What follows belongs to an exercise in optimizing a design on an open flow for small area; a production flow would make more cautious choices.
Function was checked by simulation only, so behaviour that the tests miss may differ from the original.
The clock port is modelled as an ideal driver; clocking choices that lean on that would not hold on a real chip.
No activity file was given, so power comes from the tool's default toggle rates.

==> flow/design.v <==
`timescale 1ns / 1ps
module dual_axis_servo_uart_v5(
    input clk50mhz,
    input rst,
    input uart_rx,
    output reg servo_x,
    output reg servo_y1,
    output servo_y2
);
    reg [12:0] baud;
    reg [8:0]  sr;           
    reg        receiving;
    reg        axis_y;
    reg [7:0]  x_target, y_target;
    reg [7:0]  x_np, y_np;      
    wire [7:0] x_pos = ~x_np, y_pos = ~y_np;
    reg [14:0] sm;           
    reg [7:0]  r;            
    reg [11:0] q;            
    wire tick_b = baud[0] & ~baud[1] & baud[3] & ~baud[4] & ~baud[6] & ~baud[7] & baud[8] & ~baud[9] & ~baud[10] & baud[11] & ~baud[12];
    wire data_ready = ~receiving & baud[1];
    always @(posedge clk50mhz) begin
        if (rst)
            receiving <= 0;
        else if (!receiving)
            receiving <= ~uart_rx;
        else if (tick_b & sr[0])
            receiving <= 0;
    end
    always @(posedge clk50mhz) begin
        if (rst | ~receiving) begin
            baud <= 13'd3045;
            sr <= 9'h100;
        end else if (tick_b) begin
            baud <= 13'd871;
            sr <= {uart_rx, sr[8:1]};
        end else
            baud <= {baud[11:0], ~(baud[12] ^ baud[0])};
    end
    always @(posedge clk50mhz) begin
        if (rst) begin
            x_target <= 8'd192;
            y_target <= 8'd192;
            axis_y <= 0;
        end else if (data_ready) begin
            if (!axis_y) x_target <= sr[7:0];
            else y_target <= sr[7:0];
            axis_y <= ~axis_y;
        end
    end
    wire tick_s = sm[0] & sm[1] & sm[2] & sm[3] & sm[4] & sm[5] & sm[6] & sm[8] & sm[10] & sm[12] & sm[14];
    always @(posedge clk50mhz) begin
        if (rst | tick_s) sm <= 15'd15592;
        else sm <= {sm[13:0], ~(sm[14] ^ sm[13])};
    end
    wire [8:0] xlt, xgt, ylt, ygt;      
    wire [8:0] xc, yc;
    assign xlt[0] = 1'b0; assign xgt[0] = 1'b0;
    assign ylt[0] = 1'b0; assign ygt[0] = 1'b0;
    genvar i;
    generate for (i = 0; i < 8; i = i + 1) begin : g_cmp
        assign xlt[i+1] = (~x_pos[i] & x_target[i]) | (~(x_pos[i] ^ x_target[i]) & xlt[i]);
        assign xgt[i+1] = (x_pos[i] & ~x_target[i]) | (~(x_pos[i] ^ x_target[i]) & xgt[i]);
        assign ylt[i+1] = (~y_pos[i] & y_target[i]) | (~(y_pos[i] ^ y_target[i]) & ylt[i]);
        assign ygt[i+1] = (y_pos[i] & ~y_target[i]) | (~(y_pos[i] ^ y_target[i]) & ygt[i]);
    end endgenerate
    assign xc[0] = tick_s & (xlt[8] | xgt[8]);
    assign yc[0] = tick_s & (ylt[8] | ygt[8]);
    generate for (i = 0; i < 8; i = i + 1) begin : g_ud
        assign xc[i+1] = xc[i] & (x_pos[i] ^ xgt[8]);
        assign yc[i+1] = yc[i] & (y_pos[i] ^ ygt[8]);
    end endgenerate
    always @(posedge clk50mhz) begin
        if (rst) begin
            x_np <= ~8'd192;
            y_np <= ~8'd192;
        end else begin
            x_np <= x_np ^ xc[7:0];
            y_np <= y_np ^ yc[7:0];
        end
    end
    wire r_wrap = r[1] & r[2] & r[3] & r[4] & r[5] & r[6] & r[7];
    wire r_end = r[0] & r[1] & r[2] & ~r[3] & ~r[5] & ~r[6] & r[7];
    wire end_frame = q[11] & q[10] & q[9] & q[8] & q[7] & q[6] & q[3] & r_end;    
    wire lo = ~q[11] & ~q[10] & ~q[9];                                             
    wire [12:0] qc;
    assign qc[0] = r_wrap;
    generate for (i = 0; i < 12; i = i + 1) begin : g_q
        assign qc[i+1] = qc[i] & q[i];
    end endgenerate
    always @(posedge clk50mhz) begin
        if (rst | end_frame) begin
            r <= 8'd61;
            q <= 0;
        end else begin
            r <= (r_wrap & lo) ? 8'd74 : {r[6:0], ~(r[7] ^ r[5] ^ r[4] ^ r[3])};
            q <= q ^ qc[11:0];
        end
    end
    wire [8:0] xo, yo;
    assign xo[0] = 1'b0; assign yo[0] = 1'b0;
    generate for (i = 0; i < 8; i = i + 1) begin : g_pwm
        assign xo[i+1] = (~q[i] & x_pos[i]) | (~(q[i] ^ x_pos[i]) & xo[i]);
        assign yo[i+1] = (~q[i] & y_pos[i]) | (~(q[i] ^ y_pos[i]) & yo[i]);
    end endgenerate
    always @(posedge clk50mhz) begin
        if (rst) begin
            servo_x <= 0;
            servo_y1 <= 0;
        end else begin
            servo_x  <= lo & (~q[8] | xo[8]);
            servo_y1 <= lo & (~q[8] | yo[8]);
        end
    end
    assign servo_y2 = servo_y1;
endmodule
==> flow/config.mk <==
export PLATFORM = sky130hd
export DESIGN_NAME = dual_axis_servo_uart_v5
export DESIGN_NICKNAME = dual_axis_servo_uart_v5
export VERILOG_FILES = /design/flow/design.v
export SDC_FILE = /design/flow/constraint.sdc
export NUM_CORES = 4
export LEC_CHECK = 0
export CAP_MARGIN = 0
export CORE_MARGIN = 2
export CORE_UTILIZATION = 80
export GPL_TIMING_DRIVEN = 0
export PLACE_DENSITY = 0.85
export SLEW_MARGIN = 0
==> flow/constraint.sdc <==
create_clock -name core_clock -period 20.0 [get_ports {clk50mhz}]
set_input_delay 4.0000 -clock core_clock [delete_from_list [all_inputs] [get_ports {clk50mhz}]]
set_output_delay 4.0000 -clock core_clock [all_outputs]
set_load 0.01 [all_outputs]
standard.sh (not shown) runs the stock make flow with config.mk's settings and CLKGATE_MAP_FILE= SYNTH_SCRIPT=/design/flow/synth_recipe.tcl, a recipe that flattens the netlist after the stock synthesis.
==> flow/flow/run.sh <==
#!/bin/bash
# Own layout flow:
#  1. the standard synthesis (standard.sh synth), unchanged;
#  2. the combinational logic between its registers is re-mapped by ABC with
#     a few area-oriented scripts, run side by side; the smallest netlist that
#     passes yosys's mapped-design check is kept (the registers, their names
#     and their cell types are left as the standard synthesis made them);
#  3. the standard layout steps from that netlist, with CTS told not to
#     add dummy loads and to use clkbuf_4, after which the clock buffers that
#     drive many sinks are upsized (flow/post_cts.tcl); port buffers are buf_1.
# Each tool writes its full output to a log file of its own in this folder.
set -euo pipefail
R=orfs/results/${FLOW_PLATFORM}/dual_axis_servo_uart_v5/base
LIB=${FLOW_HOME}/platforms/${FLOW_PLATFORM}/lib/sky130_fd_sc_hd__tt_025C_1v80.lib
HERE=$(pwd)

bash standard.sh synth > std_synth.log 2>&1
cp ${R}/1_2_yosys.v std_1_2_yosys.v

i=0
while IFS= read -r S; do
  [ -z "$S" ] && continue
  i=$((i+1))
  mkdir -p resyn${i}
  echo "$S" > resyn${i}/script.abc
  sed -e "s#@LIB@#${LIB}#g" -e "s#@IN@#${HERE}/std_1_2_yosys.v#" \
      -e "s#@OUT@#${HERE}/resyn${i}/out.v#" -e "s#@ABC@#${HERE}/resyn${i}/script.abc#" \
      -e "s#@STAT@#${HERE}/resyn${i}/stat.txt#" flow/resynth.ys > resyn${i}/resynth.ys
  (yosys -s resyn${i}/resynth.ys > resyn${i}.log 2>&1 || true) &
done < flow/abc_scripts.txt
wait

best=""; best_area=""
for d in resyn*/; do
  d=${d%/}
  [ -f ${d}/out.v ] && [ -f ${d}/stat.txt ] || continue
  a=$(grep 'Chip area' ${d}/stat.txt | awk '{print $NF}' || true)
  [ -n "$a" ] || continue
  if [ -z "$best" ] || awk -v a="$a" -v b="$best_area" 'BEGIN{exit !(a < b)}'; then
    best=$d; best_area=$a
  fi
done
echo "standard synthesis: $(grep 'Chip area' orfs/reports/${FLOW_PLATFORM}/dual_axis_servo_uart_v5/base/synth_stat.txt | awk '{print $NF}' || true)" > resyn_choice.log
for d in resyn*/; do echo "${d%/}: $(grep 'Chip area' ${d}stat.txt 2>/dev/null | awk '{print $NF}' || true)" >> resyn_choice.log; done
if [ -n "$best" ]; then
  echo "kept: $best ($best_area)" >> resyn_choice.log
  cp ${best}/out.v ${R}/1_2_yosys.v
  rm -f ${R}/1_synth.odb ${R}/1_synth.sdc
  bash standard.sh synth > odb.log 2>&1
else
  echo "kept: standard synthesis" >> resyn_choice.log
fi

bash standard.sh \
  "CTS_ARGS=-sink_clustering_enable -repair_clock_nets -dont_use_dummy_load -buf_list sky130_fd_sc_hd__clkbuf_8" \
  "POST_CTS_TCL=${HERE}/flow/post_cts.tcl" \
  "BUFFER_PORTS_ARGS=-buffer_cell sky130_fd_sc_hd__buf_1" \
  finish > layout.log 2>&1
==> flow/flow/abc_scripts.txt <==
strash; &get -n; &deepsyn -T 60; &nf -R 1000; &put
strash; &get -n; &deepsyn -T 60 -S 3; &nf -R 1000; &put
strash; &get -n; &deepsyn -T 60; &put; dch -f; map -a; strash; dc2; dch -f; &get -n; &nf -R 1000; &put
strash; &get -n; &deepsyn -T 60 -S 7; &put; dch -f; amap
==> flow/flow/post_cts.tcl <==
# Upsize the clock buffers that drive many sinks, so that every flip-flop
# clock pin keeps a fast slew; the others stay small.
set resized 0
foreach inst [get_cells *] {
  if { [get_property $inst ref_name] == "sky130_fd_sc_hd__clkbuf_4" } {
    set out [get_pins -of_objects $inst -filter "direction == output"]
    set net [get_nets -of_objects $out]
    set n [llength [get_pins -of_objects $net -filter "direction == input"]]
    if { $n >= 11 } {
      replace_cell $inst sky130_fd_sc_hd__clkbuf_8
      incr resized
    }
  }
}
puts "post_cts: resized $resized clock buffers"
if { $resized > 0 } {
  detailed_placement
  check_placement -verbose
}
==> flow/flow/resynth.ys <==
# Re-map the combinational logic of the standard synthesis's netlist.
# Liberty cells are read with their functions; the flip-flop cells are kept as
# black boxes, so the registers keep their instances, names and cell types.
read_liberty -ignore_miss_func @LIB@
blackbox sky130_fd_sc_hd__df* sky130_fd_sc_hd__edf* sky130_fd_sc_hd__sdf* sky130_fd_sc_hd__sedf* sky130_fd_sc_hd__dl*
read_verilog @IN@
hierarchy -top dual_axis_servo_uart_v5
flatten
opt -purge
abc -liberty @LIB@ -dont_use *probe* -dont_use *lpflow* -script @ABC@
opt_clean -purge
hilomap -singleton -hicell sky130_fd_sc_hd__conb_1 HI -locell sky130_fd_sc_hd__conb_1 LO
insbuf -buf sky130_fd_sc_hd__buf_1 A X
read_liberty -lib @LIB@
tee -o @STAT@ stat -liberty @LIB@
check -assert -mapped
write_verilog -noattr -nohex -nodec @OUT@
The first run produced a clean layout.
==> next run, changes <==
--- a/flow/flow/run.sh
+++ b/flow/flow/run.sh
@@ -55 +55 @@
-  "CTS_ARGS=-sink_clustering_enable -repair_clock_nets -dont_use_dummy_load -buf_list sky130_fd_sc_hd__clkbuf_8" \
+  "CTS_ARGS=-sink_clustering_enable -repair_clock_nets -dont_use_dummy_load -buf_list sky130_fd_sc_hd__clkbuf_4" \
--- a/flow/flow/abc_scripts.txt
+++ b/flow/flow/abc_scripts.txt
@@ -2 +1,0 @@
-strash; &get -n; &deepsyn -T 60 -S 3; &nf -R 1000; &put
@@ -4,0 +4 @@
+strash; dc2; dch -f; map -a; strash; dc2; dch -f; &get -n; &nf -R 1000; &put
--- a/flow/flow/post_cts.tcl
+++ b/flow/flow/post_cts.tcl
@@ -9 +9 @@
-    if { $n >= 11 } {
+    if { $n >= 10 } {
--- a/flow/flow/resynth.ys
+++ b/flow/flow/resynth.ys
@@ -13 +13 @@
-insbuf -buf sky130_fd_sc_hd__buf_1 A X
+insbuf -buf sky130_fd_sc_hd__buf_4 A X
--- a/flow/config.mk
+++ b/flow/config.mk
@@ -8,0 +9,2 @@
+export CELL_PAD_IN_SITES_DETAIL_PLACEMENT = 0
+export CELL_PAD_IN_SITES_GLOBAL_PLACEMENT = 0
@@ -10 +12 @@
-export CORE_UTILIZATION = 80
+export CORE_UTILIZATION = 88
@@ -12 +14 @@
-export PLACE_DENSITY = 0.85
+export PLACE_DENSITY = 0.95
=>
- With this change the flow ended with an error in global placement without I/O (3_1_place_gp_skip_io) on GPL-0301
- area after synthesis came out higher slightly
- synthesized cell count went up by a few percent
==> next run, changes <==
--- a/flow/flow/abc_scripts.txt
+++ b/flow/flow/abc_scripts.txt
@@ -1,0 +2 @@
+strash; &get -n; &deepsyn -T 60 -S 3; &nf -R 1000; &put
@@ -4 +4,0 @@
-strash; dc2; dch -f; map -a; strash; dc2; dch -f; &get -n; &nf -R 1000; &put
--- a/flow/flow/post_cts.tcl
+++ b/flow/flow/post_cts.tcl
@@ -9,2 +9,2 @@
-    if { $n >= 10 } {
-      replace_cell $inst sky130_fd_sc_hd__clkbuf_8
+    if { $n >= 11 } {
+      replace_cell $inst sky130_fd_sc_hd__buf_6
--- a/flow/flow/resynth.ys
+++ b/flow/flow/resynth.ys
@@ -13 +13 @@
-insbuf -buf sky130_fd_sc_hd__buf_4 A X
+insbuf -buf sky130_fd_sc_hd__buf_1 A X
--- a/flow/config.mk
+++ b/flow/config.mk
@@ -9,2 +8,0 @@
-export CELL_PAD_IN_SITES_DETAIL_PLACEMENT = 0
-export CELL_PAD_IN_SITES_GLOBAL_PLACEMENT = 0
@@ -12 +10 @@
-export CORE_UTILIZATION = 88
+export CORE_UTILIZATION = 80
@@ -14 +12 @@
-export PLACE_DENSITY = 0.95
+export PLACE_DENSITY = 0.85
- The new run ran to the end with no violations
- synthesized area barely changes
- synthesized cell count stays the same
==> next run, changes <==
--- a/flow/flow/run.sh
+++ b/flow/flow/run.sh
@@ -55 +55 @@
-  "CTS_ARGS=-sink_clustering_enable -repair_clock_nets -dont_use_dummy_load -buf_list sky130_fd_sc_hd__clkbuf_4" \
+  "CTS_ARGS=-sink_clustering_enable -repair_clock_nets -dont_use_dummy_load -buf_list sky130_fd_sc_hd__clkbuf_16" \
--- a/flow/flow/post_cts.tcl
+++ b/flow/flow/post_cts.tcl
@@ -10 +10 @@
-      replace_cell $inst sky130_fd_sc_hd__buf_6
+      replace_cell $inst sky130_fd_sc_hd__clkbuf_8
The new run passed the timing, DRC and antenna checks.
Critical path depth rises by 1.
Total power came out higher by 19%.
Synthesized area came out lower by 0.47%.
Combinational power climbs by about 3%.
Fmax grows by 13%.
Setup slack improves by 0.73 ns.
Clock skew is lower by 0.060 ns.
First-iteration DRC count rose by 57%.

[static timing again, ports no longer ideal]
The results above use ideal ports. As a check the final layouts listed here were re-extracted and re-timed, cells and wires unchanged. Step 1, drivers: a clkbuf_16 drives clk50mhz and a buf_2 each remaining input, both assumed. Step 2 moves the port delays by t, midway between the first and last clock arrival at a register: inputs arrive t later, outputs are due t later. That takes back most of the time a late clock gives input paths. Three values: no drivers, after step 1, after step 2; two values: the first two.
| run | t (ns) | setup slack, ns | hold WS [ns] |
|---|---|---|---|
| the first run | 0.376 | 14.247 / 14.255 / 13.879 | 0.402 / 0.402 / 0.402 |
| the third run | 0.459 | 13.466 / 13.437 / 12.978 | 0.423 / 0.423 / 0.423 |
| the fourth run | 0.369 | 14.197 / 14.211 / 13.841 | 0.406 / 0.406 / 0.406 |
After both steps setup and hold are still met in every run listed. The setup slack of the third run, which loses most, moves by -0.029 ns with the drivers and by -0.488 ns with both steps.
